Background: an optimization exercise with open tools, aiming at small area. Do not read the settings as production practice. No run shown here included a check of the RTL's function; only the layout flow was run. Power and IR drop assume default switching activity.

## flow/run.sh

```bash
#!/bin/bash
# synth_recipe.tcl (not shown) runs the flow's synth.tcl, then flattens the netlist and writes it again
# the make line also repeats each setting of config.mk as NAME=value (left out here)
make -C /OpenROAD-flow-scripts/flow DESIGN_CONFIG=/design/flow/config.mk WORK_HOME=/design/flow/orfs CLKGATE_MAP_FILE= SYNTH_SCRIPT=/design/flow/synth_recipe.tcl finish
```

## flow/config.mk

```make
export PLATFORM = sky130hd
export DESIGN_NAME = conv_layer
export DESIGN_NICKNAME = conv_layer
export VERILOG_FILES = /design/flow/design.v
export SDC_FILE = /design/flow/constraint.sdc
export NUM_CORES = 8
export LEC_CHECK = 0
export CAP_MARGIN = 10
export CORE_MARGIN = 2
export CORE_UTILIZATION = 65
export CTS_BUF_LIST = sky130_fd_sc_hd__clkbuf_8 sky130_fd_sc_hd__clkbuf_16
export CTS_CLUSTER_DIAMETER = 100
export CTS_CLUSTER_SIZE = 20
export SLEW_MARGIN = 10
export SYNTH_HIERARCHICAL = 1
export SYNTH_MINIMUM_KEEP_SIZE = 0
```

## flow/constraint.sdc

```tcl
create_clock -name core_clock -period 7.0 [get_ports {clk}]
set_input_delay 1.4000 -clock core_clock [delete_from_list [all_inputs] [get_ports {clk}]]
set_output_delay 1.4000 -clock core_clock [all_outputs]
set_load 0.01 [all_outputs]
```

## flow/design.v

```verilog
module cv_fa(a, b, c, s, co);
input a, b, c;
output s, co;
assign s = a ^ b ^ c;
assign co = (a & b) | (a & c) | (b & c);
endmodule
module cv_ha(a, b, s, co);
input a, b;
output s, co;
assign s = a ^ b;
assign co = a & b;
endmodule
module cv_xn(a, b, y);
input a, b;
output y;
assign y = ~(a ^ b);
endmodule
module conv_layer(out, activations, weights, clk, rst);
output reg [255:0] out;
input [63:0] activations;
input [63:0] weights;
input clk, rst;
reg [63:0] w_r;
reg [7:0] one [0:3];   
reg [7:0] two [0:3];   
reg [7:0] neg [0:3];   
reg [6:0] c;
reg s1, s2, v;
reg [23:0] acc [0:15];
reg [2:0] cr [0:15];
reg [15:0] sh [0:15];
wire first = (c == 7'd0) | s2;    
wire ld_sh = (c == 7'd0);         
wire ld_out = (c == 7'd6) & v;     
wire [23:0] kinit = s2 ? 24'd7929856 : 24'd2359296;
always @(posedge clk) begin
  w_r <= weights;
  s2 <= s1;
  if (!rst) begin
    c <= 7'd0;
    s1 <= 1'b1;
    v <= 1'b0;
  end else begin
    c <= (c == 7'd107) ? 7'd0 : c + 7'd1;
    s1 <= 1'b0;
    if (c == 7'd107) v <= 1'b1;
  end
end
wire [7:0] nz [0:3];
wire [7:0] negn [0:3];
genvar p, j, i;
generate
for (p = 0; p < 4; p = p + 1) begin : enc
  wire [16:0] ax = {activations[16*p +: 16], 1'b0};
  for (j = 0; j < 8; j = j + 1) begin : dig
    always @(posedge clk) begin
      one[p][j] <= ax[2*j+1] ^ ax[2*j];
      two[p][j] <= (ax[2*j+2] & ~ax[2*j+1] & ~ax[2*j]) | (~ax[2*j+2] & ax[2*j+1] & ax[2*j]);
      neg[p][j] <= ax[2*j+2];
    end
    assign nz[p][j] = one[p][j] | two[p][j];
    assign negn[p][j] = ~neg[p][j];
  end
end
for (i = 0; i < 16; i = i + 1) begin : lane
  localparam integer F = i / 4, P = i % 4;
  wire [15:0] w = w_r[16*F +: 16];
  wire [23:0] accfb = first ? kinit : acc[i];
  wire [2:0] crfb = first ? 3'd0 : cr[i];
  wire [23:0] sum;
  wire [2:0] cout;
  wire p1;
  wire q2;
  wire p3;
  wire q4;
  wire p5;
  wire q6;
  wire p7;
  wire q8;
  wire p9;
  wire q10;
  wire p11;
  wire q12;
  wire p13;
  wire q14;
  wire p15;
  wire q16;
  wire p17;
  wire q18;
  wire p19;
  wire q20;
  wire p21;
  wire q22;
  wire p23;
  wire q24;
  wire p25;
  wire q26;
  wire p27;
  wire q28;
  wire p29;
  wire q30;
  wire p31;
  wire q32;
  wire p33;
  wire q34;
  wire p35;
  wire q36;
  wire p37;
  wire q38;
  wire p39;
  wire q40;
  wire p41;
  wire q42;
  wire p43;
  wire q44;
  wire p45;
  wire q46;
  wire p47;
  wire q48;
  wire p49;
  wire q50;
  wire p51;
  wire q52;
  wire p53;
  wire q54;
  wire p55;
  wire q56;
  wire p57;
  wire q58;
  wire p59;
  wire q60;
  wire p61;
  wire q62;
  wire p63;
  wire q64;
  wire p65;
  wire q66;
  wire p67;
  wire q68;
  wire p69;
  wire q70;
  wire p71;
  wire q72;
  wire p73;
  wire q74;
  wire p75;
  wire q76;
  wire p77;
  wire q78;
  wire p79;
  wire q80;
  wire p81;
  wire q82;
  wire p83;
  wire q84;
  wire p85;
  wire q86;
  wire p87;
  wire q88;
  wire p89;
  wire q90;
  wire p91;
  wire q92;
  wire p93;
  wire q94;
  wire p95;
  wire q96;
  wire p97;
  wire q98;
  wire p99;
  wire q100;
  wire p101;
  wire q102;
  wire p103;
  wire q104;
  wire p105;
  wire q106;
  wire p107;
  wire q108;
  wire p109;
  wire q110;
  wire p111;
  wire q112;
  wire p113;
  wire q114;
  wire p115;
  wire q116;
  wire p117;
  wire q118;
  wire p119;
  wire q120;
  wire p121;
  wire q122;
  wire p123;
  wire q124;
  wire p125;
  wire q126;
  wire p127;
  wire q128;
  wire p129;
  wire q130;
  wire p131;
  wire q132;
  wire p133;
  wire q134;
  wire p135;
  wire q136;
  wire p137;
  wire q138;
  wire p139;
  wire q140;
  wire p141;
  wire q142;
  wire p143;
  wire q144;
  wire p145;
  wire q146;
  wire p147;
  wire q148;
  wire p149;
  wire q150;
  wire p151;
  wire q152;
  wire p153;
  wire q154;
  wire p155;
  wire q156;
  wire p157;
  wire q158;
  wire p159;
  wire q160;
  wire p161;
  wire q162;
  wire p163;
  wire q164;
  wire p165;
  wire q166;
  wire p167;
  wire q168;
  wire p169;
  wire q170;
  wire p171;
  wire q172;
  wire p173;
  wire q174;
  wire p175;
  wire q176;
  wire p177;
  wire q178;
  wire p179;
  wire q180;
  wire p181;
  wire q182;
  wire p183;
  wire q184;
  wire p185;
  wire q186;
  wire p187;
  wire q188;
  wire p189;
  wire q190;
  wire p191;
  wire q192;
  wire p193;
  wire q194;
  wire p195;
  wire q196;
  wire p197;
  wire q198;
  wire p199;
  wire q200;
  wire p201;
  wire q202;
  wire p203;
  wire q204;
  wire p205;
  wire q206;
  wire p207;
  wire q208;
  wire p209;
  wire q210;
  wire p211;
  wire q212;
  wire p213;
  wire q214;
  wire p215;
  wire q216;
  wire p217;
  wire q218;
  wire p219;
  wire q220;
  wire p221;
  wire q222;
  wire p223;
  wire q224;
  wire p225;
  wire q226;
  wire p227;
  wire q228;
  wire p229;
  wire q230;
  wire p231;
  wire q232;
  wire p233;
  wire q234;
  wire p235;
  wire q236;
  wire p237;
  wire q238;
  wire p239;
  wire q240;
  wire s241;
  wire c242;
  wire s243;
  wire c244;
  wire s245;
  wire c246;
  wire s247;
  wire c248;
  wire s249;
  wire c250;
  wire s251;
  wire c252;
  wire s253;
  wire c254;
  wire s255;
  wire c256;
  wire s257;
  wire c258;
  wire s259;
  wire c260;
  wire s261;
  wire c262;
  wire s263;
  wire c264;
  wire s265;
  wire c266;
  wire s267;
  wire c268;
  wire s269;
  wire c270;
  wire s271;
  wire c272;
  wire s273;
  wire c274;
  wire s275;
  wire c276;
  wire s277;
  wire c278;
  wire s279;
  wire c280;
  wire s281;
  wire c282;
  wire s283;
  wire c284;
  wire s285;
  wire c286;
  wire s287;
  wire c288;
  wire s289;
  wire c290;
  wire s291;
  wire c292;
  wire s293;
  wire c294;
  wire s295;
  wire c296;
  wire s297;
  wire c298;
  wire s299;
  wire c300;
  wire s301;
  wire c302;
  wire s303;
  wire c304;
  wire s305;
  wire c306;
  wire s307;
  wire c308;
  wire s309;
  wire c310;
  wire s311;
  wire c312;
  wire s313;
  wire c314;
  wire s315;
  wire c316;
  wire s317;
  wire c318;
  wire s319;
  wire c320;
  wire s321;
  wire c322;
  wire s323;
  wire c324;
  wire s325;
  wire c326;
  wire s327;
  wire c328;
  wire s329;
  wire c330;
  wire s331;
  wire c332;
  wire s333;
  wire c334;
  wire s335;
  wire c336;
  wire s337;
  wire c338;
  wire s339;
  wire c340;
  wire s341;
  wire c342;
  wire s343;
  wire c344;
  wire s345;
  wire c346;
  wire s347;
  wire c348;
  wire s349;
  wire c350;
  wire s351;
  wire c352;
  wire s353;
  wire c354;
  wire s355;
  wire c356;
  wire s357;
  wire c358;
  wire s359;
  wire c360;
  wire s361;
  wire c362;
  wire s363;
  wire c364;
  wire s365;
  wire c366;
  wire s367;
  wire c368;
  wire s369;
  wire c370;
  wire s371;
  wire c372;
  wire s373;
  wire c374;
  wire s375;
  wire c376;
  wire s377;
  wire c378;
  wire s379;
  wire c380;
  wire s381;
  wire c382;
  wire s383;
  wire c384;
  wire s385;
  wire c386;
  wire s387;
  wire c388;
  wire s389;
  wire c390;
  wire s391;
  wire c392;
  wire s393;
  wire c394;
  wire s395;
  wire c396;
  wire s397;
  wire c398;
  wire s399;
  wire c400;
  wire s401;
  wire c402;
  wire s403;
  wire c404;
  wire s405;
  wire c406;
  wire s407;
  wire c408;
  wire s409;
  wire c410;
  wire s411;
  wire c412;
  wire s413;
  wire c414;
  wire s415;
  wire c416;
  wire s417;
  wire c418;
  wire s419;
  wire c420;
  wire s421;
  wire c422;
  wire s423;
  wire c424;
  wire s425;
  wire c426;
  wire s427;
  wire c428;
  wire s429;
  wire c430;
  wire s431;
  wire c432;
  wire s433;
  wire c434;
  wire s435;
  wire c436;
  wire s437;
  wire c438;
  wire s439;
  wire c440;
  wire s441;
  wire c442;
  wire s443;
  wire c444;
  wire s445;
  wire c446;
  wire s447;
  wire c448;
  wire s449;
  wire c450;
  wire s451;
  wire c452;
  wire s453;
  wire c454;
  wire s455;
  wire c456;
  wire s457;
  wire c458;
  wire s459;
  wire c460;
  wire s461;
  wire c462;
  wire s463;
  wire c464;
  wire s465;
  wire c466;
  wire s467;
  wire c468;
  wire s469;
  wire c470;
  wire s471;
  wire c472;
  wire s473;
  wire c474;
  wire s475;
  wire c476;
  wire s477;
  wire c478;
  wire s479;
  wire c480;
  wire s481;
  wire c482;
  wire s483;
  wire c484;
  wire s485;
  wire c486;
  wire s487;
  wire c488;
  wire s489;
  wire c490;
  wire s491;
  wire c492;
  wire s493;
  wire c494;
  wire s495;
  wire c496;
  wire s497;
  wire c498;
  wire s499;
  wire c500;
  wire s501;
  wire c502;
  wire s503;
  wire c504;
  wire s505;
  wire c506;
  wire s507;
  wire c508;
  wire s509;
  wire c510;
  wire s511;
  wire c512;
  wire s513;
  wire c514;
  wire s515;
  wire c516;
  assign q2 = ~(one[P][0] & w[0]);
  cv_xn up1 (.a(q2), .b(neg[P][0]), .y(p1));
  assign q4 = ~((one[P][0] & w[1]) | (two[P][0] & w[0]));
  cv_xn up3 (.a(q4), .b(neg[P][0]), .y(p3));
  assign q6 = ~((one[P][0] & w[2]) | (two[P][0] & w[1]));
  cv_xn up5 (.a(q6), .b(neg[P][0]), .y(p5));
  assign q8 = ~((one[P][0] & w[3]) | (two[P][0] & w[2]));
  cv_xn up7 (.a(q8), .b(neg[P][0]), .y(p7));
  assign q10 = ~((one[P][0] & w[4]) | (two[P][0] & w[3]));
  cv_xn up9 (.a(q10), .b(neg[P][0]), .y(p9));
  assign q12 = ~((one[P][0] & w[5]) | (two[P][0] & w[4]));
  cv_xn up11 (.a(q12), .b(neg[P][0]), .y(p11));
  assign q14 = ~((one[P][0] & w[6]) | (two[P][0] & w[5]));
  cv_xn up13 (.a(q14), .b(neg[P][0]), .y(p13));
  assign q16 = ~((one[P][0] & w[7]) | (two[P][0] & w[6]));
  cv_xn up15 (.a(q16), .b(neg[P][0]), .y(p15));
  assign q18 = ~((one[P][0] & w[8]) | (two[P][0] & w[7]));
  cv_xn up17 (.a(q18), .b(neg[P][0]), .y(p17));
  assign q20 = ~((one[P][0] & w[9]) | (two[P][0] & w[8]));
  cv_xn up19 (.a(q20), .b(neg[P][0]), .y(p19));
  assign q22 = ~((one[P][0] & w[10]) | (two[P][0] & w[9]));
  cv_xn up21 (.a(q22), .b(neg[P][0]), .y(p21));
  assign q24 = ~((one[P][0] & w[11]) | (two[P][0] & w[10]));
  cv_xn up23 (.a(q24), .b(neg[P][0]), .y(p23));
  assign q26 = ~((one[P][0] & w[12]) | (two[P][0] & w[11]));
  cv_xn up25 (.a(q26), .b(neg[P][0]), .y(p25));
  assign q28 = ~((one[P][0] & w[13]) | (two[P][0] & w[12]));
  cv_xn up27 (.a(q28), .b(neg[P][0]), .y(p27));
  assign q30 = ~((one[P][0] & w[14]) | (two[P][0] & w[13]));
  cv_xn up29 (.a(q30), .b(neg[P][0]), .y(p29));
  assign q32 = ~((one[P][0] & w[15]) | (two[P][0] & w[14]));
  cv_xn up31 (.a(q32), .b(neg[P][0]), .y(p31));
  assign q34 = ~(nz[P][0] & w[15]);
  cv_xn up33 (.a(q34), .b(negn[P][0]), .y(p33));
  assign q36 = ~(one[P][1] & w[0]);
  cv_xn up35 (.a(q36), .b(neg[P][1]), .y(p35));
  assign q38 = ~((one[P][1] & w[1]) | (two[P][1] & w[0]));
  cv_xn up37 (.a(q38), .b(neg[P][1]), .y(p37));
  assign q40 = ~((one[P][1] & w[2]) | (two[P][1] & w[1]));
  cv_xn up39 (.a(q40), .b(neg[P][1]), .y(p39));
  assign q42 = ~((one[P][1] & w[3]) | (two[P][1] & w[2]));
  cv_xn up41 (.a(q42), .b(neg[P][1]), .y(p41));
  assign q44 = ~((one[P][1] & w[4]) | (two[P][1] & w[3]));
  cv_xn up43 (.a(q44), .b(neg[P][1]), .y(p43));
  assign q46 = ~((one[P][1] & w[5]) | (two[P][1] & w[4]));
  cv_xn up45 (.a(q46), .b(neg[P][1]), .y(p45));
  assign q48 = ~((one[P][1] & w[6]) | (two[P][1] & w[5]));
  cv_xn up47 (.a(q48), .b(neg[P][1]), .y(p47));
  assign q50 = ~((one[P][1] & w[7]) | (two[P][1] & w[6]));
  cv_xn up49 (.a(q50), .b(neg[P][1]), .y(p49));
  assign q52 = ~((one[P][1] & w[8]) | (two[P][1] & w[7]));
  cv_xn up51 (.a(q52), .b(neg[P][1]), .y(p51));
  assign q54 = ~((one[P][1] & w[9]) | (two[P][1] & w[8]));
  cv_xn up53 (.a(q54), .b(neg[P][1]), .y(p53));
  assign q56 = ~((one[P][1] & w[10]) | (two[P][1] & w[9]));
  cv_xn up55 (.a(q56), .b(neg[P][1]), .y(p55));
  assign q58 = ~((one[P][1] & w[11]) | (two[P][1] & w[10]));
  cv_xn up57 (.a(q58), .b(neg[P][1]), .y(p57));
  assign q60 = ~((one[P][1] & w[12]) | (two[P][1] & w[11]));
  cv_xn up59 (.a(q60), .b(neg[P][1]), .y(p59));
  assign q62 = ~((one[P][1] & w[13]) | (two[P][1] & w[12]));
  cv_xn up61 (.a(q62), .b(neg[P][1]), .y(p61));
  assign q64 = ~((one[P][1] & w[14]) | (two[P][1] & w[13]));
  cv_xn up63 (.a(q64), .b(neg[P][1]), .y(p63));
  assign q66 = ~((one[P][1] & w[15]) | (two[P][1] & w[14]));
  cv_xn up65 (.a(q66), .b(neg[P][1]), .y(p65));
  assign q68 = ~(nz[P][1] & w[15]);
  cv_xn up67 (.a(q68), .b(negn[P][1]), .y(p67));
  assign q70 = ~(one[P][2] & w[0]);
  cv_xn up69 (.a(q70), .b(neg[P][2]), .y(p69));
  assign q72 = ~((one[P][2] & w[1]) | (two[P][2] & w[0]));
  cv_xn up71 (.a(q72), .b(neg[P][2]), .y(p71));
  assign q74 = ~((one[P][2] & w[2]) | (two[P][2] & w[1]));
  cv_xn up73 (.a(q74), .b(neg[P][2]), .y(p73));
  assign q76 = ~((one[P][2] & w[3]) | (two[P][2] & w[2]));
  cv_xn up75 (.a(q76), .b(neg[P][2]), .y(p75));
  assign q78 = ~((one[P][2] & w[4]) | (two[P][2] & w[3]));
  cv_xn up77 (.a(q78), .b(neg[P][2]), .y(p77));
  assign q80 = ~((one[P][2] & w[5]) | (two[P][2] & w[4]));
  cv_xn up79 (.a(q80), .b(neg[P][2]), .y(p79));
  assign q82 = ~((one[P][2] & w[6]) | (two[P][2] & w[5]));
  cv_xn up81 (.a(q82), .b(neg[P][2]), .y(p81));
  assign q84 = ~((one[P][2] & w[7]) | (two[P][2] & w[6]));
  cv_xn up83 (.a(q84), .b(neg[P][2]), .y(p83));
  assign q86 = ~((one[P][2] & w[8]) | (two[P][2] & w[7]));
  cv_xn up85 (.a(q86), .b(neg[P][2]), .y(p85));
  assign q88 = ~((one[P][2] & w[9]) | (two[P][2] & w[8]));
  cv_xn up87 (.a(q88), .b(neg[P][2]), .y(p87));
  assign q90 = ~((one[P][2] & w[10]) | (two[P][2] & w[9]));
  cv_xn up89 (.a(q90), .b(neg[P][2]), .y(p89));
  assign q92 = ~((one[P][2] & w[11]) | (two[P][2] & w[10]));
  cv_xn up91 (.a(q92), .b(neg[P][2]), .y(p91));
  assign q94 = ~((one[P][2] & w[12]) | (two[P][2] & w[11]));
  cv_xn up93 (.a(q94), .b(neg[P][2]), .y(p93));
  assign q96 = ~((one[P][2] & w[13]) | (two[P][2] & w[12]));
  cv_xn up95 (.a(q96), .b(neg[P][2]), .y(p95));
  assign q98 = ~((one[P][2] & w[14]) | (two[P][2] & w[13]));
  cv_xn up97 (.a(q98), .b(neg[P][2]), .y(p97));
  assign q100 = ~((one[P][2] & w[15]) | (two[P][2] & w[14]));
  cv_xn up99 (.a(q100), .b(neg[P][2]), .y(p99));
  assign q102 = ~(nz[P][2] & w[15]);
  cv_xn up101 (.a(q102), .b(negn[P][2]), .y(p101));
  assign q104 = ~(one[P][3] & w[0]);
  cv_xn up103 (.a(q104), .b(neg[P][3]), .y(p103));
  assign q106 = ~((one[P][3] & w[1]) | (two[P][3] & w[0]));
  cv_xn up105 (.a(q106), .b(neg[P][3]), .y(p105));
  assign q108 = ~((one[P][3] & w[2]) | (two[P][3] & w[1]));
  cv_xn up107 (.a(q108), .b(neg[P][3]), .y(p107));
  assign q110 = ~((one[P][3] & w[3]) | (two[P][3] & w[2]));
  cv_xn up109 (.a(q110), .b(neg[P][3]), .y(p109));
  assign q112 = ~((one[P][3] & w[4]) | (two[P][3] & w[3]));
  cv_xn up111 (.a(q112), .b(neg[P][3]), .y(p111));
  assign q114 = ~((one[P][3] & w[5]) | (two[P][3] & w[4]));
  cv_xn up113 (.a(q114), .b(neg[P][3]), .y(p113));
  assign q116 = ~((one[P][3] & w[6]) | (two[P][3] & w[5]));
  cv_xn up115 (.a(q116), .b(neg[P][3]), .y(p115));
  assign q118 = ~((one[P][3] & w[7]) | (two[P][3] & w[6]));
  cv_xn up117 (.a(q118), .b(neg[P][3]), .y(p117));
  assign q120 = ~((one[P][3] & w[8]) | (two[P][3] & w[7]));
  cv_xn up119 (.a(q120), .b(neg[P][3]), .y(p119));
  assign q122 = ~((one[P][3] & w[9]) | (two[P][3] & w[8]));
  cv_xn up121 (.a(q122), .b(neg[P][3]), .y(p121));
  assign q124 = ~((one[P][3] & w[10]) | (two[P][3] & w[9]));
  cv_xn up123 (.a(q124), .b(neg[P][3]), .y(p123));
  assign q126 = ~((one[P][3] & w[11]) | (two[P][3] & w[10]));
  cv_xn up125 (.a(q126), .b(neg[P][3]), .y(p125));
  assign q128 = ~((one[P][3] & w[12]) | (two[P][3] & w[11]));
  cv_xn up127 (.a(q128), .b(neg[P][3]), .y(p127));
  assign q130 = ~((one[P][3] & w[13]) | (two[P][3] & w[12]));
  cv_xn up129 (.a(q130), .b(neg[P][3]), .y(p129));
  assign q132 = ~((one[P][3] & w[14]) | (two[P][3] & w[13]));
  cv_xn up131 (.a(q132), .b(neg[P][3]), .y(p131));
  assign q134 = ~((one[P][3] & w[15]) | (two[P][3] & w[14]));
  cv_xn up133 (.a(q134), .b(neg[P][3]), .y(p133));
  assign q136 = ~(nz[P][3] & w[15]);
  cv_xn up135 (.a(q136), .b(negn[P][3]), .y(p135));
  assign q138 = ~(one[P][4] & w[0]);
  cv_xn up137 (.a(q138), .b(neg[P][4]), .y(p137));
  assign q140 = ~((one[P][4] & w[1]) | (two[P][4] & w[0]));
  cv_xn up139 (.a(q140), .b(neg[P][4]), .y(p139));
  assign q142 = ~((one[P][4] & w[2]) | (two[P][4] & w[1]));
  cv_xn up141 (.a(q142), .b(neg[P][4]), .y(p141));
  assign q144 = ~((one[P][4] & w[3]) | (two[P][4] & w[2]));
  cv_xn up143 (.a(q144), .b(neg[P][4]), .y(p143));
  assign q146 = ~((one[P][4] & w[4]) | (two[P][4] & w[3]));
  cv_xn up145 (.a(q146), .b(neg[P][4]), .y(p145));
  assign q148 = ~((one[P][4] & w[5]) | (two[P][4] & w[4]));
  cv_xn up147 (.a(q148), .b(neg[P][4]), .y(p147));
  assign q150 = ~((one[P][4] & w[6]) | (two[P][4] & w[5]));
  cv_xn up149 (.a(q150), .b(neg[P][4]), .y(p149));
  assign q152 = ~((one[P][4] & w[7]) | (two[P][4] & w[6]));
  cv_xn up151 (.a(q152), .b(neg[P][4]), .y(p151));
  assign q154 = ~((one[P][4] & w[8]) | (two[P][4] & w[7]));
  cv_xn up153 (.a(q154), .b(neg[P][4]), .y(p153));
  assign q156 = ~((one[P][4] & w[9]) | (two[P][4] & w[8]));
  cv_xn up155 (.a(q156), .b(neg[P][4]), .y(p155));
  assign q158 = ~((one[P][4] & w[10]) | (two[P][4] & w[9]));
  cv_xn up157 (.a(q158), .b(neg[P][4]), .y(p157));
  assign q160 = ~((one[P][4] & w[11]) | (two[P][4] & w[10]));
  cv_xn up159 (.a(q160), .b(neg[P][4]), .y(p159));
  assign q162 = ~((one[P][4] & w[12]) | (two[P][4] & w[11]));
  cv_xn up161 (.a(q162), .b(neg[P][4]), .y(p161));
  assign q164 = ~((one[P][4] & w[13]) | (two[P][4] & w[12]));
  cv_xn up163 (.a(q164), .b(neg[P][4]), .y(p163));
  assign q166 = ~((one[P][4] & w[14]) | (two[P][4] & w[13]));
  cv_xn up165 (.a(q166), .b(neg[P][4]), .y(p165));
  assign q168 = ~((one[P][4] & w[15]) | (two[P][4] & w[14]));
  cv_xn up167 (.a(q168), .b(neg[P][4]), .y(p167));
  assign q170 = ~(one[P][5] & w[0]);
  cv_xn up169 (.a(q170), .b(neg[P][5]), .y(p169));
  assign q172 = ~((one[P][5] & w[1]) | (two[P][5] & w[0]));
  cv_xn up171 (.a(q172), .b(neg[P][5]), .y(p171));
  assign q174 = ~((one[P][5] & w[2]) | (two[P][5] & w[1]));
  cv_xn up173 (.a(q174), .b(neg[P][5]), .y(p173));
  assign q176 = ~((one[P][5] & w[3]) | (two[P][5] & w[2]));
  cv_xn up175 (.a(q176), .b(neg[P][5]), .y(p175));
  assign q178 = ~((one[P][5] & w[4]) | (two[P][5] & w[3]));
  cv_xn up177 (.a(q178), .b(neg[P][5]), .y(p177));
  assign q180 = ~((one[P][5] & w[5]) | (two[P][5] & w[4]));
  cv_xn up179 (.a(q180), .b(neg[P][5]), .y(p179));
  assign q182 = ~((one[P][5] & w[6]) | (two[P][5] & w[5]));
  cv_xn up181 (.a(q182), .b(neg[P][5]), .y(p181));
  assign q184 = ~((one[P][5] & w[7]) | (two[P][5] & w[6]));
  cv_xn up183 (.a(q184), .b(neg[P][5]), .y(p183));
  assign q186 = ~((one[P][5] & w[8]) | (two[P][5] & w[7]));
  cv_xn up185 (.a(q186), .b(neg[P][5]), .y(p185));
  assign q188 = ~((one[P][5] & w[9]) | (two[P][5] & w[8]));
  cv_xn up187 (.a(q188), .b(neg[P][5]), .y(p187));
  assign q190 = ~((one[P][5] & w[10]) | (two[P][5] & w[9]));
  cv_xn up189 (.a(q190), .b(neg[P][5]), .y(p189));
  assign q192 = ~((one[P][5] & w[11]) | (two[P][5] & w[10]));
  cv_xn up191 (.a(q192), .b(neg[P][5]), .y(p191));
  assign q194 = ~((one[P][5] & w[12]) | (two[P][5] & w[11]));
  cv_xn up193 (.a(q194), .b(neg[P][5]), .y(p193));
  assign q196 = ~((one[P][5] & w[13]) | (two[P][5] & w[12]));
  cv_xn up195 (.a(q196), .b(neg[P][5]), .y(p195));
  assign q198 = ~(one[P][6] & w[0]);
  cv_xn up197 (.a(q198), .b(neg[P][6]), .y(p197));
  assign q200 = ~((one[P][6] & w[1]) | (two[P][6] & w[0]));
  cv_xn up199 (.a(q200), .b(neg[P][6]), .y(p199));
  assign q202 = ~((one[P][6] & w[2]) | (two[P][6] & w[1]));
  cv_xn up201 (.a(q202), .b(neg[P][6]), .y(p201));
  assign q204 = ~((one[P][6] & w[3]) | (two[P][6] & w[2]));
  cv_xn up203 (.a(q204), .b(neg[P][6]), .y(p203));
  assign q206 = ~((one[P][6] & w[4]) | (two[P][6] & w[3]));
  cv_xn up205 (.a(q206), .b(neg[P][6]), .y(p205));
  assign q208 = ~((one[P][6] & w[5]) | (two[P][6] & w[4]));
  cv_xn up207 (.a(q208), .b(neg[P][6]), .y(p207));
  assign q210 = ~((one[P][6] & w[6]) | (two[P][6] & w[5]));
  cv_xn up209 (.a(q210), .b(neg[P][6]), .y(p209));
  assign q212 = ~((one[P][6] & w[7]) | (two[P][6] & w[6]));
  cv_xn up211 (.a(q212), .b(neg[P][6]), .y(p211));
  assign q214 = ~((one[P][6] & w[8]) | (two[P][6] & w[7]));
  cv_xn up213 (.a(q214), .b(neg[P][6]), .y(p213));
  assign q216 = ~((one[P][6] & w[9]) | (two[P][6] & w[8]));
  cv_xn up215 (.a(q216), .b(neg[P][6]), .y(p215));
  assign q218 = ~((one[P][6] & w[10]) | (two[P][6] & w[9]));
  cv_xn up217 (.a(q218), .b(neg[P][6]), .y(p217));
  assign q220 = ~((one[P][6] & w[11]) | (two[P][6] & w[10]));
  cv_xn up219 (.a(q220), .b(neg[P][6]), .y(p219));
  assign q222 = ~(one[P][7] & w[0]);
  cv_xn up221 (.a(q222), .b(neg[P][7]), .y(p221));
  assign q224 = ~((one[P][7] & w[1]) | (two[P][7] & w[0]));
  cv_xn up223 (.a(q224), .b(neg[P][7]), .y(p223));
  assign q226 = ~((one[P][7] & w[2]) | (two[P][7] & w[1]));
  cv_xn up225 (.a(q226), .b(neg[P][7]), .y(p225));
  assign q228 = ~((one[P][7] & w[3]) | (two[P][7] & w[2]));
  cv_xn up227 (.a(q228), .b(neg[P][7]), .y(p227));
  assign q230 = ~((one[P][7] & w[4]) | (two[P][7] & w[3]));
  cv_xn up229 (.a(q230), .b(neg[P][7]), .y(p229));
  assign q232 = ~((one[P][7] & w[5]) | (two[P][7] & w[4]));
  cv_xn up231 (.a(q232), .b(neg[P][7]), .y(p231));
  assign q234 = ~((one[P][7] & w[6]) | (two[P][7] & w[5]));
  cv_xn up233 (.a(q234), .b(neg[P][7]), .y(p233));
  assign q236 = ~((one[P][7] & w[7]) | (two[P][7] & w[6]));
  cv_xn up235 (.a(q236), .b(neg[P][7]), .y(p235));
  assign q238 = ~((one[P][7] & w[8]) | (two[P][7] & w[7]));
  cv_xn up237 (.a(q238), .b(neg[P][7]), .y(p237));
  assign q240 = ~((one[P][7] & w[9]) | (two[P][7] & w[8]));
  cv_xn up239 (.a(q240), .b(neg[P][7]), .y(p239));
  cv_fa us241 (.a(accfb[0]), .b(neg[P][0]), .c(p1), .s(s241), .co(c242));
  cv_fa us243 (.a(accfb[1]), .b(p3), .c(c242), .s(s243), .co(c244));
  cv_fa us245 (.a(accfb[2]), .b(neg[P][1]), .c(p35), .s(s245), .co(c246));
  cv_fa us247 (.a(p5), .b(s245), .c(c244), .s(s247), .co(c248));
  cv_fa us249 (.a(accfb[3]), .b(p37), .c(p7), .s(s249), .co(c250));
  cv_fa us251 (.a(c246), .b(s249), .c(c248), .s(s251), .co(c252));
  cv_fa us253 (.a(accfb[4]), .b(neg[P][2]), .c(p39), .s(s253), .co(c254));
  cv_fa us255 (.a(p69), .b(p9), .c(s253), .s(s255), .co(c256));
  cv_fa us257 (.a(c250), .b(s255), .c(c252), .s(s257), .co(c258));
  cv_fa us259 (.a(accfb[5]), .b(p11), .c(p41), .s(s259), .co(c260));
  cv_fa us261 (.a(p71), .b(c254), .c(s259), .s(s261), .co(c262));
  cv_fa us263 (.a(c256), .b(s261), .c(c258), .s(s263), .co(c264));
  cv_fa us265 (.a(accfb[6]), .b(crfb[0]), .c(neg[P][3]), .s(s265), .co(c266));
  cv_fa us267 (.a(s265), .b(p103), .c(p13), .s(s267), .co(c268));
  cv_fa us269 (.a(p43), .b(p73), .c(c260), .s(s269), .co(c270));
  cv_fa us271 (.a(s267), .b(s269), .c(c262), .s(s271), .co(c272));
  cv_fa us273 (.a(accfb[7]), .b(c266), .c(p105), .s(s273), .co(c274));
  cv_fa us275 (.a(p15), .b(p45), .c(p75), .s(s275), .co(c276));
  cv_fa us277 (.a(s273), .b(c268), .c(s275), .s(s277), .co(c278));
  cv_fa us279 (.a(c270), .b(s277), .c(c272), .s(s279), .co(c280));
  cv_fa us281 (.a(accfb[8]), .b(neg[P][4]), .c(p107), .s(s281), .co(c282));
  cv_fa us283 (.a(p137), .b(p17), .c(p47), .s(s283), .co(c284));
  cv_fa us285 (.a(p77), .b(c274), .c(s281), .s(s285), .co(c286));
  cv_fa us287 (.a(c276), .b(s283), .c(s285), .s(s287), .co(c288));
  cv_fa us289 (.a(c278), .b(s287), .c(c280), .s(s289), .co(c290));
  cv_fa us291 (.a(accfb[9]), .b(p109), .c(p139), .s(s291), .co(c292));
  cv_fa us293 (.a(p19), .b(p49), .c(p79), .s(s293), .co(c294));
  cv_fa us295 (.a(c282), .b(c284), .c(s291), .s(s295), .co(c296));
  cv_fa us297 (.a(s293), .b(c286), .c(s295), .s(s297), .co(c298));
  cv_fa us299 (.a(c288), .b(s297), .c(c290), .s(s299), .co(c300));
  cv_fa us301 (.a(accfb[10]), .b(neg[P][5]), .c(p111), .s(s301), .co(c302));
  cv_fa us303 (.a(p141), .b(p169), .c(p21), .s(s303), .co(c304));
  cv_fa us305 (.a(p51), .b(p81), .c(s301), .s(s305), .co(c306));
  cv_fa us307 (.a(c292), .b(c294), .c(s303), .s(s307), .co(c308));
  cv_fa us309 (.a(s305), .b(c296), .c(s307), .s(s309), .co(c310));
  cv_fa us311 (.a(c298), .b(s309), .c(c300), .s(s311), .co(c312));
  cv_fa us313 (.a(accfb[11]), .b(p113), .c(p143), .s(s313), .co(c314));
  cv_fa us315 (.a(p171), .b(p23), .c(p53), .s(s315), .co(c316));
  cv_fa us317 (.a(p83), .b(c302), .c(c304), .s(s317), .co(c318));
  cv_fa us319 (.a(s313), .b(s315), .c(c306), .s(s319), .co(c320));
  cv_fa us321 (.a(s317), .b(c308), .c(s319), .s(s321), .co(c322));
  cv_fa us323 (.a(c310), .b(s321), .c(c312), .s(s323), .co(c324));
  cv_fa us325 (.a(accfb[12]), .b(crfb[1]), .c(neg[P][6]), .s(s325), .co(c326));
  cv_fa us327 (.a(s325), .b(p115), .c(p145), .s(s327), .co(c328));
  cv_fa us329 (.a(p173), .b(p197), .c(p25), .s(s329), .co(c330));
  cv_fa us331 (.a(p55), .b(p85), .c(c314), .s(s331), .co(c332));
  cv_fa us333 (.a(c316), .b(s327), .c(s329), .s(s333), .co(c334));
  cv_fa us335 (.a(c318), .b(s331), .c(s333), .s(s335), .co(c336));
  cv_fa us337 (.a(c320), .b(s335), .c(c322), .s(s337), .co(c338));
  cv_fa us339 (.a(accfb[13]), .b(c326), .c(p117), .s(s339), .co(c340));
  cv_fa us341 (.a(p147), .b(p175), .c(p199), .s(s341), .co(c342));
  cv_fa us343 (.a(p27), .b(p57), .c(p87), .s(s343), .co(c344));
  cv_fa us345 (.a(s339), .b(c328), .c(c330), .s(s345), .co(c346));
  cv_fa us347 (.a(s341), .b(s343), .c(c332), .s(s347), .co(c348));
  cv_fa us349 (.a(c334), .b(s345), .c(s347), .s(s349), .co(c350));
  cv_fa us351 (.a(c336), .b(s349), .c(c338), .s(s351), .co(c352));
  cv_fa us353 (.a(accfb[14]), .b(neg[P][7]), .c(p119), .s(s353), .co(c354));
  cv_fa us355 (.a(p149), .b(p177), .c(p201), .s(s355), .co(c356));
  cv_fa us357 (.a(p221), .b(p29), .c(p59), .s(s357), .co(c358));
  cv_fa us359 (.a(p89), .b(c340), .c(s353), .s(s359), .co(c360));
  cv_fa us361 (.a(c342), .b(c344), .c(s355), .s(s361), .co(c362));
  cv_fa us363 (.a(s357), .b(s359), .c(c346), .s(s363), .co(c364));
  cv_fa us365 (.a(s361), .b(c348), .c(s363), .s(s365), .co(c366));
  cv_fa us367 (.a(c350), .b(s365), .c(c352), .s(s367), .co(c368));
  cv_fa us369 (.a(accfb[15]), .b(p121), .c(p151), .s(s369), .co(c370));
  cv_fa us371 (.a(p179), .b(p203), .c(p223), .s(s371), .co(c372));
  cv_fa us373 (.a(p31), .b(p61), .c(p91), .s(s373), .co(c374));
  cv_fa us375 (.a(c354), .b(c356), .c(c358), .s(s375), .co(c376));
  cv_fa us377 (.a(s369), .b(s371), .c(s373), .s(s377), .co(c378));
  cv_fa us379 (.a(c360), .b(c362), .c(s375), .s(s379), .co(c380));
  cv_fa us381 (.a(s377), .b(c364), .c(s379), .s(s381), .co(c382));
  cv_fa us383 (.a(c366), .b(s381), .c(c368), .s(s383), .co(c384));
  cv_fa us385 (.a(accfb[16]), .b(p123), .c(p153), .s(s385), .co(c386));
  cv_fa us387 (.a(p181), .b(p205), .c(p225), .s(s387), .co(c388));
  cv_fa us389 (.a(p33), .b(p63), .c(p93), .s(s389), .co(c390));
  cv_fa us391 (.a(c370), .b(c372), .c(c374), .s(s391), .co(c392));
  cv_fa us393 (.a(s385), .b(s387), .c(s389), .s(s393), .co(c394));
  cv_fa us395 (.a(c376), .b(c378), .c(s391), .s(s395), .co(c396));
  cv_fa us397 (.a(s393), .b(c380), .c(s395), .s(s397), .co(c398));
  cv_fa us399 (.a(c382), .b(s397), .c(c384), .s(s399), .co(c400));
  cv_fa us401 (.a(accfb[17]), .b(p125), .c(p155), .s(s401), .co(c402));
  cv_fa us403 (.a(p183), .b(p207), .c(p227), .s(s403), .co(c404));
  cv_fa us405 (.a(p65), .b(p95), .c(c386), .s(s405), .co(c406));
  cv_fa us407 (.a(c388), .b(c390), .c(s401), .s(s407), .co(c408));
  cv_fa us409 (.a(s403), .b(s405), .c(c392), .s(s409), .co(c410));
  cv_fa us411 (.a(c394), .b(s407), .c(s409), .s(s411), .co(c412));
  cv_fa us413 (.a(c396), .b(s411), .c(c398), .s(s413), .co(c414));
  cv_fa us415 (.a(accfb[18]), .b(crfb[2]), .c(p127), .s(s415), .co(c416));
  cv_fa us417 (.a(p157), .b(p185), .c(p209), .s(s417), .co(c418));
  cv_fa us419 (.a(p229), .b(p67), .c(p97), .s(s419), .co(c420));
  cv_fa us421 (.a(s415), .b(c402), .c(c404), .s(s421), .co(c422));
  cv_fa us423 (.a(s417), .b(s419), .c(c406), .s(s423), .co(c424));
  cv_fa us425 (.a(c408), .b(s421), .c(s423), .s(s425), .co(c426));
  cv_fa us427 (.a(c410), .b(s425), .c(c412), .s(s427), .co(c428));
  cv_fa us429 (.a(accfb[19]), .b(p129), .c(p159), .s(s429), .co(c430));
  cv_fa us431 (.a(p187), .b(p211), .c(p231), .s(s431), .co(c432));
  cv_fa us433 (.a(p99), .b(c416), .c(c418), .s(s433), .co(c434));
  cv_fa us435 (.a(c420), .b(s429), .c(s431), .s(s435), .co(c436));
  cv_fa us437 (.a(s433), .b(c422), .c(s435), .s(s437), .co(c438));
  cv_fa us439 (.a(c424), .b(s437), .c(c426), .s(s439), .co(c440));
  cv_fa us441 (.a(accfb[20]), .b(p101), .c(p131), .s(s441), .co(c442));
  cv_fa us443 (.a(p161), .b(p189), .c(p213), .s(s443), .co(c444));
  cv_fa us445 (.a(p233), .b(c430), .c(c432), .s(s445), .co(c446));
  cv_fa us447 (.a(s441), .b(s443), .c(c434), .s(s447), .co(c448));
  cv_fa us449 (.a(c436), .b(s445), .c(s447), .s(s449), .co(c450));
  cv_fa us451 (.a(c438), .b(s449), .c(c440), .s(s451), .co(c452));
  cv_fa us453 (.a(accfb[21]), .b(p133), .c(p163), .s(s453), .co(c454));
  cv_fa us455 (.a(p191), .b(p215), .c(p235), .s(s455), .co(c456));
  cv_fa us457 (.a(c442), .b(c444), .c(s453), .s(s457), .co(c458));
  cv_fa us459 (.a(s455), .b(c446), .c(s457), .s(s459), .co(c460));
  cv_fa us461 (.a(c448), .b(s459), .c(c450), .s(s461), .co(c462));
  cv_fa us463 (.a(accfb[22]), .b(p135), .c(p165), .s(s463), .co(c464));
  cv_fa us465 (.a(p193), .b(p217), .c(p237), .s(s465), .co(c466));
  cv_fa us467 (.a(c454), .b(c456), .c(s463), .s(s467), .co(c468));
  cv_fa us469 (.a(s465), .b(c458), .c(s467), .s(s469), .co(c470));
  cv_fa us471 (.a(c460), .b(s469), .c(c462), .s(s471), .co(c472));
  cv_fa us473 (.a(accfb[23]), .b(p167), .c(p195), .s(s473), .co(c474));
  cv_fa us475 (.a(p219), .b(p239), .c(c464), .s(s475), .co(c476));
  cv_fa us477 (.a(c466), .b(s473), .c(s475), .s(s477), .co(c478));
  cv_fa us479 (.a(c468), .b(s477), .c(c470), .s(s479), .co(c480));
  cv_ha us481 (.a(c264), .b(s271), .s(s481), .co(c482));
  cv_ha us483 (.a(s279), .b(c482), .s(s483), .co(c484));
  cv_ha us485 (.a(s289), .b(c484), .s(s485), .co(c486));
  cv_ha us487 (.a(s299), .b(c486), .s(s487), .co(c488));
  cv_ha us489 (.a(s311), .b(c488), .s(s489), .co(c490));
  cv_ha us491 (.a(s323), .b(c490), .s(s491), .co(c492));
  cv_ha us493 (.a(c324), .b(s337), .s(s493), .co(c494));
  cv_ha us495 (.a(s351), .b(c494), .s(s495), .co(c496));
  cv_ha us497 (.a(s367), .b(c496), .s(s497), .co(c498));
  cv_ha us499 (.a(s383), .b(c498), .s(s499), .co(c500));
  cv_ha us501 (.a(s399), .b(c500), .s(s501), .co(c502));
  cv_fa us503 (.a(c400), .b(s413), .c(c502), .s(s503), .co(c504));
  cv_ha us505 (.a(c414), .b(s427), .s(s505), .co(c506));
  cv_fa us507 (.a(c428), .b(s439), .c(c506), .s(s507), .co(c508));
  cv_ha us509 (.a(s451), .b(c508), .s(s509), .co(c510));
  cv_fa us511 (.a(c452), .b(s461), .c(c510), .s(s511), .co(c512));
  cv_ha us513 (.a(s471), .b(c512), .s(s513), .co(c514));
  cv_fa us515 (.a(c472), .b(s479), .c(c514), .s(s515), .co(c516));
  assign sum = {s515, s513, s511, s509, s507, s505, s503, s501, s499, s497, s495, s493, s491, s489, s487, s485, s483, s481, s263, s257, s251, s247, s243, s241};
  assign cout = {c504, c492, 1'b0};
  wire rc1;
  wire rc2;
  wire rs3;
  wire rc4;
  wire rs5;
  wire rc6;
  wire rs7;
  wire rc8;
  wire rs9;
  wire rc10;
  wire rs11;
  wire rc12;
  wire rs13;
  wire rc14;
  wire rs15;
  wire rc16;
  wire rs17;
  wire rc18;
  wire rs19;
  wire rc20;
  wire rs21;
  wire rc22;
  wire rs23;
  wire rc24;
  wire rs25;
  wire rc26;
  wire rs27;
  wire rc28;
  wire rs29;
  wire rc30;
  wire rs31;
  wire rc32;
  wire rs33;
  assign rc1 = acc[i][6] & cr[i][0];
  assign rc2 = acc[i][7] & rc1;
  cv_ha urs3 (.a(acc[i][8]), .b(rc2), .s(rs3), .co(rc4));
  cv_ha urs5 (.a(acc[i][9]), .b(rc4), .s(rs5), .co(rc6));
  cv_ha urs7 (.a(acc[i][10]), .b(rc6), .s(rs7), .co(rc8));
  cv_ha urs9 (.a(acc[i][11]), .b(rc8), .s(rs9), .co(rc10));
  cv_fa urs11 (.a(acc[i][12]), .b(rc10), .c(cr[i][1]), .s(rs11), .co(rc12));
  cv_ha urs13 (.a(acc[i][13]), .b(rc12), .s(rs13), .co(rc14));
  cv_ha urs15 (.a(acc[i][14]), .b(rc14), .s(rs15), .co(rc16));
  cv_ha urs17 (.a(acc[i][15]), .b(rc16), .s(rs17), .co(rc18));
  cv_ha urs19 (.a(acc[i][16]), .b(rc18), .s(rs19), .co(rc20));
  cv_ha urs21 (.a(acc[i][17]), .b(rc20), .s(rs21), .co(rc22));
  cv_fa urs23 (.a(acc[i][18]), .b(rc22), .c(cr[i][2]), .s(rs23), .co(rc24));
  cv_ha urs25 (.a(acc[i][19]), .b(rc24), .s(rs25), .co(rc26));
  cv_ha urs27 (.a(acc[i][20]), .b(rc26), .s(rs27), .co(rc28));
  cv_ha urs29 (.a(acc[i][21]), .b(rc28), .s(rs29), .co(rc30));
  cv_ha urs31 (.a(acc[i][22]), .b(rc30), .s(rs31), .co(rc32));
  assign rs33 = acc[i][23] ^ rc32;
  wire [15:0] full = {rs33, rs31, rs29, rs27, rs25, rs23, rs21, rs19, rs17, rs15, rs13, rs11, rs9, rs7, rs5, rs3};
  always @(posedge clk) begin
    acc[i] <= sum;
    cr[i] <= cout;
    if (ld_sh) sh[i] <= full;
    if (!rst) out[16*i +: 16] <= 16'd0;
    else if (ld_out) out[16*i +: 16] <= sh[i];
  end
end
endgenerate
endmodule
```

==> metrics.md, run 1 <==
| Metric | Value |
|---|---|
| Power density over the cells | 493.1 nW/um2 |
| Xor-xnor portion of the synthesized cell area | 0.1523 |
| Clock tree from TritonCTS | done |
| Initial core utilization | 0.6524 |
| Peak supply drop | 374.8 uV |
| Final worst path period need | 6671 ps |
| Worst min-delay path category | reg2reg |
| Multiplexer share of the synthesized area | 0.02265 |
| Share of layout cells above drive strength 1 | 0.08099 |
| Met3 Wirelength | 53,740 um |
| Antenna violations before repair | 35 |
| Synthesized area per cell | 11.63 um2 |
| Top-Level Pins | 386 |
| Die width | 421.2 um |
| Simple-gate share of the synthesized area | 0.04437 |
| Number of synthesized flops with an enable pin | 256 |
| Setup repair after global routing missed its margin | no |
| Slew margin rel. | 0.1836 |
| Aggregate global-route resource usage | 0.4400 |
| Transition time at the pin with the least slew margin | 1225 ps |
| Area share of the largest cell type after synthesis | 0.3567 |
| Count of instances resized after the clock tree is built | 0 |
| Maximum number of pins on one net before global-route repair | roughly 160 |
| Post-Syn Area | ~110,000 um2 |
| Number of port buffers | 385 |
| Startpoint of the most critical setup path | c[0] |
| Place WS | 343.3 ps |
| Wire length of the first global-routing pass | 580,200 um |
| Detailed-route wire length | 387,300 um |
| Hold bufs inserted after CTS | 0 |
| Post-route worst setup slack | 328.6 ps |
| Area share of fa/ha/maj cells after synthesis | 0.4048 |
| DP Wirelength | about 280,000 um |
| Die height | about 420 um |
| Post-CTS Setup Bufs | 0 |
| Met1 wire length | about 140,000 um |
| Antenna violation net count after detailed routing | 0 |
| Setup Skew | 41.35 ps |
| Critical hold path startpoint | s1 |
| Async set-or-reset flop fraction in the synthesized netlist | 0 |
| Total met2 wirelength after detailed routing | 164,700 um |
| Number of hold-slack violations in the final timing report | 0 |
| Total Die Area | around 180,000 um2 |
| Synth area leaders | fa_1 (36%), dfxtp_1 (15%), xnor2_1 (15%) |
| Leakage component of the power | 45.79 nW |
| Residual overflow from global routing | 0 |
| Placeable core region | roughly 170,000 um2 |
| Clock tree sinks | 1,098 |
| Cell with the most instances after synthesis | fa_1 |
| Via density | 6.812 |
| First drt pass iteration count | 9 |
| Endpoints failing setup | 0 |
| CP Capture Type | flop |
| Nets | 12,390 |
| Maximum clock frequency | 149.9 MHz |
| Layout overhead on the synthesized area | 9.498% |
| H-tree depth | 3 |
| Main synth FF type | dfxtp_1 |
| TritonCTS Buffers | between 70 and 80 |
| Leading cell types by count after synthesis | fa_1 (2,016), xnor2_1 (1,921), a22oi_1 (1,728) |
| Cell count after synthesis | 9,730 |
| Iteration-0 DRC count of the detailed router | 11,480 |
| Yosys warning total | 19 |
| Sequential fraction of the synthesis area | 0.2169 |
| Post-route DRC violation count | 0 |
| Top sig layer | met5 |
| Max-capacitance violation count | 0 |
| Fraction of the cycle the final worst path needs | 0.9531 |
| Area fraction in compound gates after synthesis | 0.1240 |
| Post-synthesis cell type count | 34 |
| Setup TNS Final | 0 ps |
| Setup CP Type | reg2reg |
| Required time of the worst setup path | 7630 ps |
| Via count | a little over 80,000 |
| Startpoint class of the critical path | flop |
| Clock root cell | clkbuf_16 |
| Critical R2R Launch | c[0] |
| Cell Rows | 153 |
| Final-report max-slew violation count | 0 |
| Mean routed wirelength per cell | 31.74 um |
| Worst-path clk slew | 100 ps |
| Via count of the first global-routing pass | 88,860 |
| Clock latency at the later pin of the worst-skew pair | 770 ps |
| FF+latch count, synth | 1,098 |
| Critical path fanouts, max | 83 |
| Final weighted congestion of routability-driven global placement | approximately 0.97 |
| Number of buffers on the longest clock path | 3 |
| Combinational family with the most area after synthesis | adder cells |
| Result of the run | no timing/DRC/antenna violations |
| Signal arrival time at the worst endpoint | about 7300 ps |
| Library cell occupying the most area in the post-synthesis netlist | fa_1 |
[modules after synthesis (local to each module, per instance)]
module      times used  cells  cell area [um2]  flops+latches
conv_layer           1   5362            50570           1098
cv_ha              432      1            12.51              0
cv_xn             1920      1            8.758              0
cv_fa             2016      1            20.02              0
[final timing paths]
path | end | slack, ps | cells past startpoint
worst min register to register | s2 | 340 | 0
worst max-delay path | acc[2][17] | 330 | 19
worst max register to register | acc[2][17] | 330 | 19
worst min-delay path | s2 | 340 | 0
[per-layer routing]
layer | global-route usage | vias up
met5 | 0.004839 | -
met4 | 0.2533 | 24
met3 | 0.1543 | 1362
met2 | 0.6279 | 6214
met1 | 0.5834 | 42450
li1 | - | 33090
[final cells by class]
| cell class | count | area (um2) |
|---|---|---|
| Multi-Input combinational cell | 7669 | 84810 |
| Fill cell | 12550 | 49540 |
| Sequential cell | 1098 | 24800 |
| Timing Repair Buffer | 925 | 8889 |
| Tap cell | 2325 | 2909 |
| Clock buffer | 75 | 1866 |
| Clock inverter | 61 | 446.7 |
| Inverter | 37 | 146.4 |
| Antenna cell | 15 | 37.54 |
[power breakdown]
group,total [mW],leakage (nW),switching [mW],internal [mW]
clock,4.64,1.26,2.59,2.05
sequential,12.0,9.51,1.67,10.3
combinational,44.5,35.0,23.6,20.9
[stage by stage]
stage | hold slack (ps) | total power, mW | cell area, um2 | util | std cells
after floorplan | 309.6 | 42.19 | 113300 | - | 9761
after global placement | 312.4 | 53.93 | 121600 | 0.7008 | 12050
after detailed placement | 320.3 | 55.74 | 121600 | 0.7008 | 12050
after CTS | 336.0 | 61.28 | 123900 | 0.7142 | 12190
after global routing | 338.9 | 68.08 | 123900 | 0.7142 | 12190
final | 339.3 | 61.10 | 123900 | 0.7144 | 12210
[worst max-delay path: stages, from the launching register on]
cell and delay [ps]:
dfxtp_1 390, inv_1 90, ha_1 270, a31oi_4 270
buf_12 360, and2_1 230, fa_1 440, fa_1 480
fa_1 520, fa_1 430, fa_1 390, fa_1 380
fa_1 390, fa_1 390, ha_1 220, ha_1 200
ha_1 190, ha_1 180, ha_1 190, fa_1 440
[logic make-up (layout without fill, tap and decap cells)]
group           count (synthesis)  in the layout
mux                           256            256
xor+xnor                     1967           1967
fa+ha+maj                    2451           2451
other cells                     1             47
buf+inv                       994           1098
flops                        1098           1098
compound gates               1907           1907
simple gates                 1056           1056
[cells in the final DEF, fill, tap and decap left out, drive strengths merged, types with 2 or more instances in the layout]
master         netlist  layout
nand2              642     642
buf                268     541
xnor2             1921    1921
ha                 435     435
fa                2016    2016
a22oi             1728    1728
a21o                64      64
a21oi               18      18
edfxtp             256     256
nand2b              44      44
mux2i              256     256
inv                 37      87
nand3                4       4
dfxtp              842     842
clkinv               0       9
and2               320     320
nor2                 7       7
xor2                46      46
diode                0      15
nand3b              28      28
o21ai               94      94
clkbuf             689      75
or3                  2       2
clkdlybuf4s50        0     384
conb                 1      32
nor2b                6       6
[sequential cells by signal, indices dropped and copies added (netlist names)]
register,cells
two,32
s2,1
c,7
out,256
neg,32
s1,1
acc,384
v,1
w_r,64
sh,256
cr,32
one,32
==> inputs of run 2 (changes only) <==
==> flow/flow/run.sh (new file) <==
#!/bin/bash
# Own layout flow: the standard layout (standard.sh: ORFS synthesis through finish) with
# the smallest buffer on every port, and non-critical gates downsized after global routing.
set -euo pipefail
cd "$(dirname "$0")/.."
export BUFFER_PORTS_ARGS="-buffer_cell sky130_fd_sc_hd__buf_1"
export RECOVER_POWER=100
bash standard.sh > flow_standard.log 2>&1
==> flow/standard.sh (new file) <==
#!/bin/bash
# synth_recipe.tcl (not shown) runs the flow's synth.tcl, then flattens the netlist and writes it again
# the make line also repeats each setting of config.mk as NAME=value (left out here)
make -C /OpenROAD-flow-scripts/flow DESIGN_CONFIG=/design/flow/config.mk WORK_HOME=/design/flow/orfs CLKGATE_MAP_FILE= SYNTH_SCRIPT=/design/flow/synth_recipe.tcl "${@:-finish}"
removed: flow/run.sh
==> run 2 against run 1 <==
Now fails the layout checks on capacitance limit, slew limit. Sequential cell count stayed put. Highest routed layer unchanged. Largest cell class unchanged. Global-route usage is 0.26 points lower. Critical path depth is 6 lower. Count of clock-buffer cells in the layout is 2 higher.
==> metrics.md, run 2 <==
| Metric | Value |
|---|---|
| Setup CP Type | reg2reg (unchanged) |
| Detailed-route wire length | 384,700 um (was 387,300 um) |
| Setup repair after global routing missed its margin | no (unchanged) |
| Cell Rows | 153 (unchanged) |
| Slew margin rel. | -1.204 (was 0.1836) |
| Min-Delay Path Depth | 0 (unchanged) |
| Leading cell types by count after synthesis | fa_1 (2,016), xnor2_1 (1,921), a22oi_1 (1,728) (unchanged) |
| TritonCTS Buffers | 74 (was 73) |
| Worst min-delay path category | reg2reg (unchanged) |
| Maximum number of pins on one net before global-route repair | 167 (was 157) |
| Die height | 421.2 um (unchanged) |
| Antenna violations before repair | 28 (was 35) |
| Number of cells on the worst reg-to-reg path | 13 (was 19) |
| Clock root cell | clkbuf_16 (unchanged) |
| Yosys warning total | 19 (unchanged) |
| End point of the most critical hold path | s2 (unchanged) |
| CP Capture Type | flop (unchanged) |
| Max-capacitance violation count | 9 (was 0) |
| Residual overflow from global routing | 0 (unchanged) |
| Most frequent cells in the layout | fa_1 (2,016), xnor2_1 (1,921), a22oi_1 (1,728) (unchanged) |
| Main synth FF type | dfxtp_1 (unchanged) |
| Async set-or-reset flop fraction in the synthesized netlist | 0 (unchanged) |
| Clock tree from TritonCTS | done (unchanged) |
| Synthesized area per cell | 11.63 um2 (unchanged) |
| Aggregate global-route resource usage | 0.4373 (was 0.4400) |
| Via count of the first global-routing pass | 87,990 (was 88,860) |
| Mean routed wirelength per cell | 31.40 um (was 31.74 um) |
| Peak supply drop | 441.7 uV (was 374.8 uV) |
| Nets | 12,430 (was 12,390) |
| Layout Check Fail Reasons | capacitance limit, slew limit |
| Via density | 6.775 (was 6.812) |
| Clock tree sinks | 1,098 (unchanged) |
| Endpoints failing setup | 0 (unchanged) |
| Post-CTS Setup Bufs | 0 (unchanged) |
| Post-route DRC violation count | 0 (unchanged) |
| Worst setup slack for register-to-register paths | 240 ps (was 330 ps) |
| Critical R2R Launch | w_r[32] (was c[0]) |
| Final worst path period need | 6758 ps (was 6671 ps) |
| Startpoint class of the critical path | flop (unchanged) |
| Critical path fanouts, max | 17 (was 83) |
| Setup Skew | 39.57 ps (was 41.35 ps) |
| Post-synthesis cell type count | 34 (unchanged) |
| Post-Syn Area | 113,200 um2 (unchanged) |
| Result of the run | finished with violations (was no timing/DRC/antenna violations) |
| Most common cell after layout, fill and taps aside | fa_1 (unchanged) |
| Total Die Area | 177,400 um2 (unchanged) |
| Synth area leaders | fa_1 (36%), dfxtp_1 (15%), xnor2_1 (15%) (unchanged) |
| Fraction of the cycle the final worst path needs | 0.9654 (was 0.9531) |
| Cell count after synthesis | 9,730 (unchanged) |
| Maximum clock frequency | 148.0 MHz (was 149.9 MHz) |
| Final weighted congestion of routability-driven global placement | 0.9816 (was 0.9685) |
| Number of hold-slack violations in the final timing report | 0 (unchanged) |
| Library cell occupying the most area in the post-synthesis netlist | fa_1 (unchanged) |
| Number of port buffers | 385 (unchanged) |
| Util after Layout | 0.7011 (was 0.7144) |
| Count of instances resized after the clock tree is built | 0 (unchanged) |
| Placeable core region | 173,400 um2 (unchanged) |
| Final-report max-slew violation count | 469 (was 0) |
| Layout overhead on the synthesized area | 7.465% (was 9.498%) |
| Sequential fraction of the synthesis area | 0.2169 (unchanged) |
| Critical hold path startpoint | s1 (unchanged) |
| Die width | 421.2 um (unchanged) |
| Hold bufs inserted after CTS | 0 (unchanged) |
| Number of buffers on the longest clock path | 3 (unchanged) |
| Top-Level Pins | 386 (unchanged) |
| Cell with the most instances after synthesis | fa_1 (unchanged) |
| Required time of the worst setup path | 7640 ps (was 7630 ps) |
| Wire length of the first global-routing pass | 577,200 um (was 580,200 um) |
| Power density over the cells | 500.1 nW/um2 (was 493.1 nW/um2) |
| Via count | 83,000 (was 83,140) |
| First drt pass iteration count | 8 (was 9) |
| Area share of the largest cell type after synthesis | 0.3567 (unchanged) |
| Leakage component of the power | 44.94 nW (was 45.79 nW) |
| Number of synthesized flops with an enable pin | 256 (unchanged) |
| Most flop-heavy register | acc (unchanged) |
| Initial core utilization | 0.6524 (unchanged) |
| Iteration-0 DRC count of the detailed router | 10,790 (was 11,480) |
| Max FFs per register | 384 (unchanged) |
| Clock latency at the later pin of the worst-skew pair | 770 ps (about the same) |
| Reg2Reg Capture Point | acc[9][17] (was acc[2][17]) |
| Signal arrival time at the worst endpoint | 7400 ps (was 7300 ps) |
| Share of layout cells above drive strength 1 | 0.08282 (was 0.08099) |
| Worst-path clk slew | 80 ps (was 100 ps) |
| FF+latch count, synth | 1,098 (unchanged) |
| Setup TNS Final | 0 ps (unchanged) |
| Largest regs | acc x384, out x256, sh x256 (unchanged) |
| Antenna violation net count after detailed routing | 0 (unchanged) |
| Total of fill cells in the finished design | 12,920 (was 12,550) |
| DP Wirelength | 282,700 um (was 277,600 um) |
| H-tree depth | 3 (unchanged) |
| Transition time at the pin with the least slew margin | 3307 ps (was 1225 ps) |
run 2: per-layer routing:
metal	part of all wire	wire (um)	track usage
met1	0.37	142700	0.5939
met4	0.069	26510	0.2386
met3	0.14	52600	0.1452
met2	0.42	162600	0.6214
met5	0.00042	161	0
run 2: kinds of logic after synthesis:
| group | Yosys count | share of synthesized area |
|---|---|---|
| buffers and inverters | 994 | 0.03499 |
| other | 1 | 0.00003314 |
| AO/OA/AOI/OAI | 1907 | 0.1240 |
| adder cells (fa/ha/maj) | 2451 | 0.4048 |
| multiplexers | 256 | 0.02265 |
| AND/OR/NAND/NOR | 1056 | 0.04437 |
| XOR/XNOR | 1967 | 0.1523 |
| flip-flops | 1098 | 0.2169 |
run 2: worst max-delay path, stage by stage, from the launching register on:
cell and delay [ps]:
dfxtp_1 1520, clkbuf_1 500, a22oi_1 160, xnor2_1 180, fa_1 500, fa_1 570, fa_1 450, fa_1 430
fa_1 400, fa_1 390, fa_1 380, fa_1 450, ha_1 230, fa_1 430
run 2: final cells by class:
type	count	area, um2	area share
multi-input cells	7669	84790	0.6972
flip-flops and latches	1098	24800	0.2039
repair buffers	971	6585	0.05415
well taps	2325	2909	0.02392
clock buffers	77	1904	0.01566
clock inverters	61	442.9	0.003642
inverters	37	140.1	0.001152
diodes	14	35.03	0.0002881
run 2: per-stage QoR:
step                instances  cell area, um2  total power [mW]  setup WS (ps)  hold slack (ps)
detailed placement      12100          119400             55.62          327.9            327.0
finish                  12250          121600             60.82          242.2            341.2
global placement        12100          119400             53.73          469.7            311.7
CTS                     12240          121700             61.13          321.7            340.3
global route            12240          121600             68.05          80.73            350.5
floorplan                9761          113300             42.19          243.2            309.6
run 2: report_power, final:
| group | total [mW] | internal, mW | switching (mW) |
|---|---|---|---|
| registers | 12.1 | 10.3 | 1.81 |
| clock network | 4.67 | 2.06 | 2.61 |
| logic | 44.0 | 20.7 | 23.3 |
| total | 60.8 | 33.1 | 27.7 |
run 2: modules after synthesis (local to each module, per instance):
| module | copies in the design | cells | flops+latches | area, um2 |
|---|---|---|---|---|
| cv_ha | 432 | 1 | 0 | 12.51 |
| cv_fa | 2016 | 1 | 0 | 20.02 |
| conv_layer | 1 | 5362 | 1098 | 50570 |
| cv_xn | 1920 | 1 | 0 | 8.758 |
run 2: worst max-delay path by stage:
stage                     startpoint     endpoint  slack (ps)  cells after the start
final                        w_r[32]   acc[9][17]         240                     13
after global routing            c[0]   acc[5][17]          80                     20
after CTS                       c[0]   acc[3][17]         320                     18
after detailed placement        c[3]   acc[2][17]         330                     19
after global placement          c[3]  acc[14][17]         470                     19
after floorplan            neg[0][5]   acc[0][17]         240                     11
==> inputs of run 3 (changes only) <==
==> flow/flow/run.sh (replaced) <==
#!/bin/bash
# Own layout flow: the standard layout (standard.sh: ORFS synthesis through finish),
# with the smallest buffer (buf_1) as the buffer on every input and output port.
set -euo pipefail
cd "$(dirname "$0")/.."
export BUFFER_PORTS_ARGS="-buffer_cell sky130_fd_sc_hd__buf_1"
bash standard.sh > flow_standard.log 2>&1
--- a/flow/config.mk
+++ b/flow/config.mk
@@ -7,7 +7,7 @@
 export LEC_CHECK = 0
 export CAP_MARGIN = 10
 export CORE_MARGIN = 2
-export CORE_UTILIZATION = 65
+export CORE_UTILIZATION = 80
 export CTS_BUF_LIST = sky130_fd_sc_hd__clkbuf_8 sky130_fd_sc_hd__clkbuf_16
 export CTS_CLUSTER_DIAMETER = 100
 export CTS_CLUSTER_SIZE = 20
==> run 3 against run 2 <==
The run now finishes clean. Maximum frequency hardly changed. First-iteration DRC count grew 21%. Design area shrank 0.70%. Setup slack worse by 1.3 ps. Worst hold slack worse by 6.9 ps. Critical path type unchanged. Critical endpoint is now acc[3][17]. Largest cell class unchanged.
==> metrics.md, run 3 <==
| Metric | Value |
|---|---|
| Setup repair after global routing missed its margin | no (unchanged) |
| CP Capture Type | flop (unchanged) |
| Count of instances resized after the clock tree is built | 0 (unchanged) |
| Leakage component of the power | 44.72 nW (was 44.94 nW) |
| Startpoint of the most critical setup path | c[0] (was w_r[32]) |
| Cell occurring most often along the worst timing path | fa_1 (unchanged) |
| Async set-or-reset flop fraction in the synthesized netlist | 0 (unchanged) |
| Clock tree sinks | 1,098 (unchanged) |
| Placeable core region | 140,900 um2 (was 173,400 um2) |
| Internal power | 33.31 mW (was 33.08 mW) |
| Maximum number of pins on one net before global-route repair | 196 (was 167) |
| Max-capacitance violation count | 0 (was 9) |
| Slowest cell delay on critical path | 540 ps (was 1520 ps) |
| Post-synthesis cell type count | 34 (unchanged) |
| Layout overhead on the synthesized area | 6.710% (was 7.465%) |
| Die height | 380.1 um (was 421.2 um) |
| Critical path capture point | acc[3][17] (was acc[9][17]) |
| Result of the run | no timing/DRC/antenna violations (was finished with violations) |
| FF+latch area | 24,800 um2 (about the same) |
| Via count of the first global-routing pass | 93,620 (was 87,990) |
| Hold bufs inserted after CTS | 0 (unchanged) |
| Signal arrival time at the worst endpoint | 7400 ps (about the same) |
| Cell with the largest stage delay on the worst path | fa_1 (was dfxtp_1) |
| Worst setup slack for register-to-register paths | 240 ps (about the same) |
| Detailed-route wire length | 378,300 um (was 384,700 um) |
| Power density over the cells | 509.7 nW/um2 (was 500.1 nW/um2) |
| Setup TNS Final | 0 ps (unchanged) |
| Clock tree from TritonCTS | done (unchanged) |
| Cell count after synthesis | 9,730 (unchanged) |
| Residual overflow from global routing | 0 (unchanged) |
| Cell with the most instances after synthesis | fa_1 (unchanged) |
| Final weighted congestion of routability-driven global placement | 1.022 (was 0.9816) |
| Leading cell types by count after synthesis | fa_1 (2,016), xnor2_1 (1,921), a22oi_1 (1,728) (unchanged) |
| Critical R2R Launch | c[0] (was w_r[32]) |
| WHS | 334.3 ps (was 341.2 ps) |
| First drt pass iteration count | 13 (was 8) |
| Via density | 7.337 (was 6.775) |
| Most flop-heavy register | acc (unchanged) |
| Sequential fraction of the synthesis area | 0.2169 (unchanged) |
| Antenna violations before repair | 44 (was 28) |
| Max FFs per register | 384 (unchanged) |
| Area share of the largest cell type after synthesis | 0.3567 (unchanged) |
| Most frequent cells in the layout | fa_1 (2,016), xnor2_1 (1,921), a22oi_1 (1,728) (unchanged) |
| Antenna violation net count after detailed routing | 0 (unchanged) |
| Proportion of power drawn by combinational gates | 0.729 (was 0.724) |
| Synthesized area per cell | 11.63 um2 (unchanged) |
| Reg2Reg Capture Point | acc[3][17] (was acc[9][17]) |
| Largest regs | acc x384, out x256, sh x256 (unchanged) |
| Required time of the worst setup path | 7640 ps (about the same) |
-- run 3: cell counts after synthesis --
No cell type changed its count.
-- run 3: logic make-up (layout without fill, tap and decap cells) --
| family | after synthesis | after routing | share of synthesized area |
|---|---|---|---|
| other cells | 1 | 66 | 0.00003314 |
| simple gates | 1056 | 1056 | 0.04437 |
| flops | 1098 | 1098 | 0.2169 |
| fa+ha+maj | 2451 | 2451 | 0.4048 |
| buf+inv | 994 | 1071 | 0.03499 |
| xor+xnor | 1967 | 1967 | 0.1523 |
| compound gates | 1907 | 1907 | 0.1240 |
| mux | 256 | 256 | 0.02265 |
-- run 3: worst min path at each step --
stage / start / endpoint / slack [ps] / cells past startpoint
floorplan: s1 / s2 / 310 / 0
global placement: s1 / s2 / 320 / 0
detailed placement: s1 / s2 / 330 / 0
CTS: s1 / s2 / 340 / 0
global route: s1 / s2 / 330 / 0
finish: s1 / s2 / 330 / 0
-- run 3: final cells by class --
type                       instances  area share
clock inverter                    57    0.003616
sequential                      1098      0.2054
multi-input combinational       7669      0.7023
tap                             1890     0.01958
antenna                           34   0.0007046
clock buffer                      73     0.01504
inverter                          37    0.001212
timing repair buffer             904     0.05214
-- run 3: power by group through the flow --
stage / Sequential [mW] / Clock, mW / Combinational [mW]
final: 12.1 / 4.56 / 44.9
after CTS: 12.0 / 4.54 / 44.4
after detailed placement: 12.1 / 0 / 43.6
after global placement: 12.1 / 0 / 40.6
after global routing: 12.2 / 4.74 / 50.8
after floorplan: 11.2 / 0 / 31.0
-- run 3: routing by layer --
metal,GRT usage,wire length [um],part of all wire,up-vias
li1,-,-,-,33050
met1,0.6368,117800,0.31,42540
met2,0.7444,157700,0.42,8092
met3,0.2239,61800,0.16,2575
met4,0.4405,40670,0.11,38
met5,0,304,0.00080,-
-- run 3: modules after synthesis, one instance, submodules excluded --
module / cell area (um2) / flip-flops and latches
cv_ha: 12.51 / 0
conv_layer: 50570 / 1098
cv_fa: 20.02 / 0
cv_xn: 8.758 / 0
-- run 3: through the flow --
| stage | setup WS [ps] | power [mW] |
|---|---|---|
| final | 240.8 | 61.54 |
| after CTS | 233.0 | 60.96 |
| after global routing | 87.46 | 67.72 |
| after floorplan | 243.2 | 42.19 |
| after detailed placement | 261.8 | 55.71 |
| after global placement | 445.1 | 52.72 |
-- run 3: critical path, delay by kind of cell (launching register included) --
kind | cells | cell delay (ps)
fa+ha+maj | 12 | 4930
buf+inv | 4 | 770
flops | 1 | 390
compound gates | 1 | 330
simple gates | 1 | 190

Setup slack of run 3, layout unchanged: 0.241 ns with ideal ports, 0.241 ns with driving cells assumed (clock clkbuf_16, inputs buf_2), 0.241 ns with port delays also shifted by the 0.822 ns mid clock arrival.
